From an optimization exercise on the open Yosys and OpenROAD flow, aimed at small area; shortcuts taken in it are not production practice.
Function was checked by simulation only, so behaviour that the tests miss may differ from the original.
Power figures rest on the tool's default switching activity, not on a simulated workload.

==> flow/design.v (excerpt) <==
module YM2149 (
	input      [7:0] I_DA,
	output reg [7:0] O_DA,
	output           O_DA_OE_L,
	input            I_A9_L,
	input            I_A8,
	input            I_BDIR,
	input            I_BC2,
	input            I_BC1,
	input            I_SEL_L,
	input            I_STEREO,
	output reg [7:0] O_AUDIO,
	output reg [1:0] O_CHAN,
	output reg [9:0] O_AUDIO_L,
	output reg [9:0] O_AUDIO_R,
	input      [7:0] I_IOA,
	output     [7:0] O_IOA,
	output           O_IOA_OE_L,
	input      [7:0] I_IOB,
	output     [7:0] O_IOB,
	output           O_IOB_OE_L,
	input            ENA,  
	input            RESET_L,
	input            CLK
);
clock: 10.0 ns
lec_check: 0
cap_margin: 5
core_margin: 2
core_utilization: 65
gpl_timing_driven: 0
place_density: 0.8
slew_margin: 5
buffer_ports_args: -buffer_cell sky130_fd_sc_hd__buf_1
cts_args: -sink_clustering_enable -repair_clock_nets -dont_use_dummy_load -buf_list sky130_fd_sc_hd__clkbuf_16 -root_buf sky130_fd_sc_hd__clkbuf_4 -sink_clustering_size 30 -sink_clustering_max_diameter 80
standard.sh (not shown) runs the stock make flow with config.mk's settings and CLKGATE_MAP_FILE= SYNTH_SCRIPT=/design/flow/synth_recipe.tcl, a recipe that flattens the netlist after the stock synthesis.
==> flow/flow/run.sh <==
#!/bin/bash
# Layout flow: the standard synthesis; then the combinational logic between the
# registers (which are kept exactly as that synthesis made them) is re-mapped by ABC for
# area: each script s*.abc is tried, the smallest result is kept, and that is repeated
# from the kept netlist for a few rounds; then the standard layout steps on that
# netlist, with the settings in extra.mk (buf_1 port buffers, a clock tree of fewer
# buffers, no timing-driven placement).
set -euo pipefail
W=$PWD
F=$W/flow
R=$W/orfs/results/${FLOW_PLATFORM}/YM2149/base
LIB=$FLOW_HOME/platforms/${FLOW_PLATFORM}/lib/sky130_fd_sc_hd__tt_025C_1v80.lib
ROUNDS=3

if [[ -f $F/extra.mk ]]; then cat $F/extra.mk >> $W/config.mk; fi

# 1. standard synthesis
bash $W/standard.sh synth > $W/log_1_synth.txt 2>&1
cp $R/1_2_yosys.v $W/std_1_2_yosys.v

# 2. re-map the combinational logic; the flip-flop cells are kept as they are
python3 $F/gen_comb.py $LIB $W/comb_map.v > $W/log_2_gen_comb.txt 2>&1
mkdir -p $W/resyn
cur=$W/std_1_2_yosys.v
best_area=1e30
for r in $(seq 1 $ROUNDS); do
  found=""
  for s in $F/s*.abc; do
    n=r${r}_$(basename $s .abc)
    sed -e "s|@LIB@|$LIB|g" -e "s|@W@|$W|g" -e "s|@ABC@|$s|g" -e "s|@IN@|$cur|g" \
        -e "s|@OUT@|$W/resyn/$n.v|g" -e "s|@TOP@|$FLOW_TOP|g" $F/resyn.ys > $W/resyn/$n.ys
    if yosys -l $W/resyn/log_$n.txt -q -s $W/resyn/$n.ys > /dev/null 2>&1; then
      a=$(grep "Chip area for module" $W/resyn/log_$n.txt | tail -1 | awk '{print $NF}')
      echo "$n $a" >> $W/log_2_resyn_areas.txt
      if awk -v a="$a" -v b="$best_area" 'BEGIN{exit !(a < b)}'; then
        best_area=$a; found=$W/resyn/$n.v
      fi
    fi
  done
  [[ -z "$found" ]] && break
  cur=$found
  echo "round $r kept $cur $best_area" >> $W/log_2_resyn_areas.txt
done
if [[ "$cur" != "$W/std_1_2_yosys.v" ]]; then
  cp $cur $R/1_2_yosys.v
  touch $R/1_2_yosys.v
fi

# 3. standard layout from the re-mapped netlist
bash $W/standard.sh finish > $W/log_3_layout.txt 2>&1
==> flow/flow/extra.mk <==
export BUFFER_PORTS_ARGS = -buffer_cell sky130_fd_sc_hd__buf_1
export CTS_ARGS = -sink_clustering_enable -repair_clock_nets -dont_use_dummy_load -buf_list sky130_fd_sc_hd__clkbuf_16 -root_buf sky130_fd_sc_hd__clkbuf_4 -sink_clustering_size 30 -sink_clustering_max_diameter 80
Other scripts of this flow, unchanged in this note and not shown: flow/flow/gen_comb.py, flow/flow/resyn.ys, flow/flow/s01.abc, flow/flow/s02.abc, flow/flow/s03.abc, flow/flow/s04.abc, flow/flow/s05.abc, flow/flow/s06.abc, flow/flow/s07.abc, flow/flow/s08.abc, flow/flow/s09.abc, flow/flow/s10.abc
The first run finished clean.
==> next run, changes <==
==> flow/flow/extra.mk (replaced) <==
export BUFFER_PORTS_ARGS = -buffer_cell sky130_fd_sc_hd__buf_1
export CTS_ARGS = -sink_clustering_enable -repair_clock_nets -dont_use_dummy_load -buf_list sky130_fd_sc_hd__clkbuf_16 -root_buf sky130_fd_sc_hd__clkbuf_4 -sink_clustering_size 25 -sink_clustering_max_diameter 100
Settings changed: CORE_UTILIZATION 65 to 40, CTS_ARGS -sink_clustering_enable -repair_clock_nets -dont_use_dummy_load -buf_list sky130_fd_sc_hd__clkbuf_16 -root_buf sky130_fd_sc_hd__clkbuf_4 -sink_clustering_size 30 -sink_clustering_max_diameter 80 to -sink_clustering_enable -repair_clock_nets -dont_use_dummy_load -buf_list sky130_fd_sc_hd__clkbuf_16 -root_buf sky130_fd_sc_hd__clkbuf_4 -sink_clustering_size 25 -sink_clustering_max_diameter 100, PLACE_DENSITY 0.8 to unset.
After rerunning: Wire length rises slightly; setup slack is worse by 0.28 ns; first-iteration DRC count goes down by about a fifth; global-route usage goes down by 12 points; cell area rose slightly; die area increases by well over a third; clock power went up by a few percent; power rises slightly; non-clock buffer count increases by 2; area after synthesis stays the same; via count fell by a few percent.

## static timing again, ports no longer ideal
How much do the figures lean on ideal ports? The routed layouts below were timed once more, with nothing changed but the port constraints.
Step 1 sets driving cells, clkbuf_16 on the clock port and buf_2 on the other inputs (assumed; they add their load-dependent delay and slew).
Step 2 adds t to the input delays and takes it off the output delays; t is the mean of the earliest and latest rising clock arrival at the registers after step 1. Input paths then give back, and output paths get back, about the clock's delay inside the block.
Slacks: no drivers / after step 1 / after step 2; pairs: no drivers / after step 1.
run	shift t [ns]	setup slack, ns	hold slack, ns	worst slew at a driven data input, ns
the first run	0.675	3.052 / 3.055 / 2.380	0.424 / 0.424 / 0.424	0.06
the second run	0.701	2.771 / 2.774 / 2.074	0.436 / 0.436 / 0.436	0.06
After both steps setup and hold are still met in every run listed. The setup slack of the second run, which loses most, moves by +0.003 ns with the drivers and by -0.697 ns with both steps.
